This is an optimization exercise on Yosys and OpenROAD, whose aim is small area, not a production implementation. RTL that was checked went through simulation tests only; none was proved equivalent to the original.

== lane 4 ==
==> flow/design.v <==
module chacha20_quarter#(parameter N = 32)(
    input wire [N-1:0] a,
    input wire [N-1:0] b,
    input wire [N-1:0] c,
    input wire [N-1:0] d,
    output wire [N-1:0] a_out,
    output wire [N-1:0] b_out,
    output wire [N-1:0] c_out,
    output wire [N-1:0] d_out
);
function [N-1:0] rotate_left;
    input [N-1:0] value;
    input integer amount;
    begin
        rotate_left = (value << amount) | (value >> (32 - amount));
    end
endfunction
function [31:0] add32;
    input [31:0] x, y;
    reg [31:0] g, p, G, P, G2, P2;
    integer i, s;
    begin
        g = x & y; p = x ^ y;
        G = g; P = p;
        for (s = 1; s < 32; s = s * 2) begin
            G2 = G; P2 = P;
            for (i = 0; i < 32; i = i + 1)
                if ((i / s) % 2 == 1) begin
                    G2[i] = G[i] | (P[i] & G[(i / s) * s - 1]);
                    P2[i] = P[i] & P[(i / s) * s - 1];
                end
            G = G2; P = P2;
        end
        add32 = p ^ {G[30:0], 1'b0};
    end
endfunction
wire [N-1:0] a1, b1, c1, d1, a2, b2, c2, d2;
assign a1 = add32(a, b);
assign d1 = rotate_left(d ^ a1, 16);
assign c1 = add32(c, d1);
assign b1 = rotate_left(b ^ c1, 12);
assign a2 = add32(a1, b1);
assign d2 = rotate_left(d1 ^ a2, 8);
assign c2 = add32(c1, d2);
assign b2 = rotate_left(b1 ^ c2, 7);
assign a_out = a2;
assign b_out = b2;
assign c_out = c2;
assign d_out = d2;
endmodule
module multiple_rounds#(parameter N = 32, parameter M= 20)(
  input clk, input rst,
  input wire [N-1:0] a,
  input wire [N-1:0] b,
  input wire [N-1:0] c,
  input wire [N-1:0] d,
  output wire [N-1:0] a_out,
  output wire [N-1:0] b_out,
  output wire [N-1:0] c_out,
  output wire [N-1:0] d_out,
  output reg ready);
  reg [4*N-1:0] hold_0;
  reg [10:1] valid;
  genvar i;
  generate for (i = 0; i < 10; i = i + 1) begin : rounds
    wire [4*N-1:0] cur;
    wire [4*N-1:0] nxt;
    reg [4*N-1:0] hold;
    if (i == 0) begin : first
      assign cur = hold_0;
    end else begin : later
      assign cur = rounds[i-1].hold;
    end
    chacha20_quarter #(.N(N)) qr(.a(cur[4*N-1:3*N]), .b(cur[3*N-1:2*N]),
                                 .c(cur[2*N-1:N]), .d(cur[N-1:0]),
                                 .a_out(nxt[4*N-1:3*N]), .b_out(nxt[3*N-1:2*N]),
                                 .c_out(nxt[2*N-1:N]), .d_out(nxt[N-1:0]));
    always @(posedge clk)
      hold <= nxt;
  end endgenerate
  always @(posedge clk)
    hold_0 <= {a, b, c, d};
  always @(posedge clk or negedge rst) begin
    if (~rst) begin
      ready <= 1'b0;
      valid <= 10'b0;
    end else begin
      ready <= 1'b1;
      valid <= {valid[9:1], ready};
    end
  end
  assign {a_out, b_out, c_out, d_out} = rounds[9].hold & {4*N{valid[10]}};
endmodule
Settings: LEC_CHECK=0, CAP_MARGIN=20, CORE_MARGIN=2, CORE_UTILIZATION=60, CTS_BUF_LIST=sky130_fd_sc_hd__clkbuf_4 sky130_fd_sc_hd__clkbuf_8, PLACE_DENSITY=0.7, SLEW_MARGIN=20; clock period 18.0 ns.
run.sh (not shown) runs the stock make flow with config.mk's settings and CLKGATE_MAP_FILE= SYNTH_SCRIPT=/design/flow/synth_recipe.tcl, a recipe that flattens the netlist after the stock synthesis.
Lane 4: flow completed, timing, DRC and antenna clean
--- input diff lane 4..lane 5 ---
- CORE_UTILIZATION changed from 60 to 70
- PLACE_DENSITY changed from 0.7 to 0.8
- CTS_BUF_LIST changed from sky130_fd_sc_hd__clkbuf_4 sky130_fd_sc_hd__clkbuf_8 to sky130_fd_sc_hd__clkbuf_2 sky130_fd_sc_hd__clkbuf_4
## What came out
- Looking at the reports, lane 5 completed the entire flow and the layout it produced met the timing, design-rule and antenna checks.
- Lane 5 ended up with a higher worst-path maximum fanout than lane 4 did.
- The die area in lane 4 is 1.16 times that in lane 5.
- Vias: lane 5 more than lane 4
- Diff lane 5..lane 4 | synthesized area | unchanged

========
lane 1:
// multiple_rounds: RTL as listed in full above, without the edits since
clock: 18.0 ns
lec_check: 0
cap_margin: 20
core_margin: 2
core_utilization: 60
cts_buf_list: sky130_fd_sc_hd__clkbuf_4 sky130_fd_sc_hd__clkbuf_8
place_density: 0.7
slew_margin: 20
standard.sh (not shown) runs the stock make flow with config.mk's settings and CLKGATE_MAP_FILE= SYNTH_SCRIPT=/design/flow/synth_recipe.tcl, a recipe that flattens the netlist after the stock synthesis.
==> flow/flow/run.sh <==
#!/bin/bash
# The standard layout, with minimum-size buffers on the ports instead of
# the delay-cell buffers buffer_ports picks by default. The whole make output
# is kept in standard_flow.log; ORFS keeps each tool's log under orfs/logs/.
bash standard.sh "BUFFER_PORTS_ARGS=-buffer_cell sky130_fd_sc_hd__buf_1" finish > standard_flow.log 2>&1
Lane 1: full flow OK, the timing, design-rule and antenna checks passed
[inputs] lane 2 vs lane 1
Settings: removing CTS_BUF_LIST (formerly sky130_fd_sc_hd__clkbuf_4 sky130_fd_sc_hd__clkbuf_8); changing CORE_UTILIZATION from 60 to 45; changing PLACE_DENSITY from 0.7 to 0.6.
==> flow/run.sh (new file) <==
#!/bin/bash
# synth_recipe.tcl (not shown) runs the flow's synth.tcl, then flattens the netlist and writes it again
# the make line also repeats each setting of config.mk as NAME=value (left out here)
make -C /OpenROAD-flow-scripts/flow DESIGN_CONFIG=/design/flow/config.mk WORK_HOME=/design/flow/orfs CLKGATE_MAP_FILE= SYNTH_SCRIPT=/design/flow/synth_recipe.tcl finish
removed: flow/flow/run.sh
removed: flow/standard.sh
==> comparison <==
Per the comparison of lane 2 with lane 1, number of cell instances on the worst register-to-register path went up by about 4.4%, time the final worst path needs with I/O delays and setup went up by 840 ps, final RePlAce weighted congestion was more or less identical, final instance area went up by about 3%.

========
multiple_rounds, a different RTL version from the one above (not shown whole).
For scale: about 7200 cells after synthesis, roughly 1400 flip-flops, about 260 I/O pins.
clock: 18.0 ns
lec_check: 0
cap_margin: 20
core_margin: 2
core_utilization: 45
place_density: 0.6
slew_margin: 20
synth_hierarchical: 1
synth_minimum_keep_size: 0
run.sh (not shown) runs the stock make flow with config.mk's settings and CLKGATE_MAP_FILE= SYNTH_SCRIPT=/design/flow/synth_recipe.tcl, a recipe that flattens the netlist after the stock synthesis.
Stock flow here: none of the scripts above is used.
The baseline finished with max-capacitance violations, max-slew violations, negative setup slack left.
==> next run, changes <==
Settings changed: CORE_UTILIZATION 45 to 65, GPL_TIMING_DRIVEN from default to 0, PLACE_DENSITY 0.6 to 0.72.
The changed run ended with an error in global routing (5_1_grt) (GRT-0232).
Area after synthesis is unchanged.
Synthesized cell count stays the same.
No functional check of the RTL was part of any run of this note.

========
== middle ==
Another version of the RTL of multiple_rounds (not shown whole).
Size: about 260 I/O pins, roughly 85000 sq um of cells after synthesis.
==> flow/config.mk <==
export PLATFORM = sky130hd
export DESIGN_NAME = multiple_rounds
export DESIGN_NICKNAME = multiple_rounds
export VERILOG_FILES = /design/flow/design.v
export SDC_FILE = /design/flow/constraint.sdc
export NUM_CORES = 4
export LEC_CHECK = 0
export CAP_MARGIN = 20
export CORE_MARGIN = 2
export CORE_UTILIZATION = 60
export CTS_BUF_LIST = sky130_fd_sc_hd__clkbuf_16
export CTS_CLUSTER_DIAMETER = 75
export CTS_CLUSTER_SIZE = 35
export PLACE_DENSITY = 0.7
export SLEW_MARGIN = 20
==> flow/constraint.sdc <==
create_clock -name core_clock -period 18.0 [get_ports {clk}]
set_input_delay 3.6000 -clock core_clock [delete_from_list [all_inputs] [get_ports {clk}]]
set_output_delay 3.6000 -clock core_clock [all_outputs]
set_load 0.01 [all_outputs]
standard.sh (not shown) runs the stock make flow with config.mk's settings and CLKGATE_MAP_FILE= SYNTH_SCRIPT=/design/flow/synth_recipe.tcl, a recipe that flattens the netlist after the stock synthesis.
==> flow/flow/run.sh <==
#!/bin/bash
# The standard layout, with minimum-size buffers on the ports instead of
# the delay-cell buffers buffer_ports picks by default. The whole make output
# is kept in standard_flow.log; ORFS keeps each tool's log under orfs/logs/.
bash standard.sh "BUFFER_PORTS_ARGS=-buffer_cell sky130_fd_sc_hd__buf_1" finish > standard_flow.log 2>&1
Input changes introduced in west (baseline for comparison: middle):
--- a/flow/config.mk
+++ b/flow/config.mk
@@ -12,2 +12,2 @@
-export CTS_CLUSTER_DIAMETER = 75
-export CTS_CLUSTER_SIZE = 35
+export CTS_CLUSTER_DIAMETER = 60
+export CTS_CLUSTER_SIZE = 25
## What came out
- west vs. middle: core utilization of the finished layout now larger.
- Sort west and middle by share of the cycle needed by the critical path after routing desc -> top: west
- west — share of the final layout cell area in sequential cells 0.31 points lower, middle as reference
- In west, global routing met2 resource utilization is higher than in middle.
- Looking at final routed wirelength across all metal layers, west sits 2800 um higher than middle does.
- Clock-pin slew on the worst setup and hold paths (higher): middle
- Re time the final worst path needs with I/O delays and setup: west and middle aren't equal, and the lower value belongs to middle.
- Relative to middle, met3 track demand over resource increased by 1.2 points in west.

========
multiple_rounds again, from the RTL that the note above started with.
// multiple_rounds
module multiple_rounds #(parameter N = 32, parameter M = 20)(
  input clk, input rst,
  input wire [N-1:0] a,
  input wire [N-1:0] b,
  input wire [N-1:0] c,
  input wire [N-1:0] d,
  output wire [N-1:0] a_out,
  output wire [N-1:0] b_out,
  output wire [N-1:0] c_out,
  output wire [N-1:0] d_out,
  output reg ready);
Settings: LEC_CHECK=0, CAP_MARGIN=20, CORE_MARGIN=2, CORE_UTILIZATION=60, CTS_BUF_LIST=sky130_fd_sc_hd__clkbuf_8 sky130_fd_sc_hd__clkbuf_16, CTS_CLUSTER_DIAMETER=70, CTS_CLUSTER_SIZE=30, PLACE_DENSITY=0.7, SLEW_MARGIN=20; clock period 18.0 ns.
Scripts as last shown in full above: flow/flow/run.sh
Rerun with:
- CTS_BUF_LIST: sky130_fd_sc_hd__clkbuf_8 sky130_fd_sc_hd__clkbuf_16 -> sky130_fd_sc_hd__clkbuf_16
Result: Sequential cell count does not change; non-clock buffer count is unchanged; design area stays flat; synthesized cell count does not change; die area is unchanged.
Rerun with:
- CTS_CLUSTER_DIAMETER: 70 -> 60
- CTS_CLUSTER_SIZE: 30 -> 20
What happened: Non-clock buffer count rose by 2; worst hold slack loses 0.028 ns; wire length came out higher by about 2%; worst setup slack gets worse by 0.18 ns; global-route usage increases by 0.85 points; fmax goes down by about 1%; first-iteration DRC count goes up by about 2.7%; final area is higher by about 0.9%.

[what the ideal ports hide]
How much do the figures lean on ideal ports? The routed layouts below were timed once more, with nothing changed but the port constraints.
Step 1 (the two cells are an assumption about what drives the block):
set clk [get_ports {clk}]
set_driving_cell -lib_cell sky130_fd_sc_hd__clkbuf_16 $clk
set_driving_cell -lib_cell sky130_fd_sc_hd__buf_2 [delete_from_list [all_inputs] $clk]
Step 2 also shifts input and output timing later by t, the mid clock arrival at the registers, as if the neighbouring blocks saw the same clock.
a / b / c = ideal / step 1 / step 2; a / b = the first two.
run | shift t [ns] | slack for setup (ns) | worst setup path after step 2 | latest minus earliest clock arrival (ns)
lane 4 | 1.062 | 3.863 / 3.863 / 3.863 | register to register | 0.084 / 0.083
lane 5 | 1.442 | 4.408 / 4.408 / 4.408 | register to register | 0.173 / 0.172
lane 1 | 1.042 | 4.344 / 4.344 / 4.344 | register to register | 0.085 / 0.085
lane 2 | 0.938 | 3.505 / 3.505 / 3.505 | register to register | 0.044 / 0.043
the first run of note 3 | 0.909 | -3.121 / -3.121 / -3.121 | register to register | 0.031 / 0.031
middle | 0.837 | 0.429 / 0.429 / 0.079 | input to register | 0.069 / 0.069
west | 0.867 | 0.377 / 0.377 / 0.057 | input to register | 0.101 / 0.101
the first run of note 5 | 0.834 | 0.285 / 0.285 / 0.103 | input to register | 0.091 / 0.091
the second run of note 5 | 0.842 | 0.421 / 0.421 / 0.016 | input to register | 0.089 / 0.088
the third run of note 5 | 0.866 | 0.246 / 0.246 / 0.047 | input to register | 0.096 / 0.096
For the second run of note 5, which loses most, drivers alone change the setup slack by 0.000 ns; drivers and shift together by -0.405 ns.
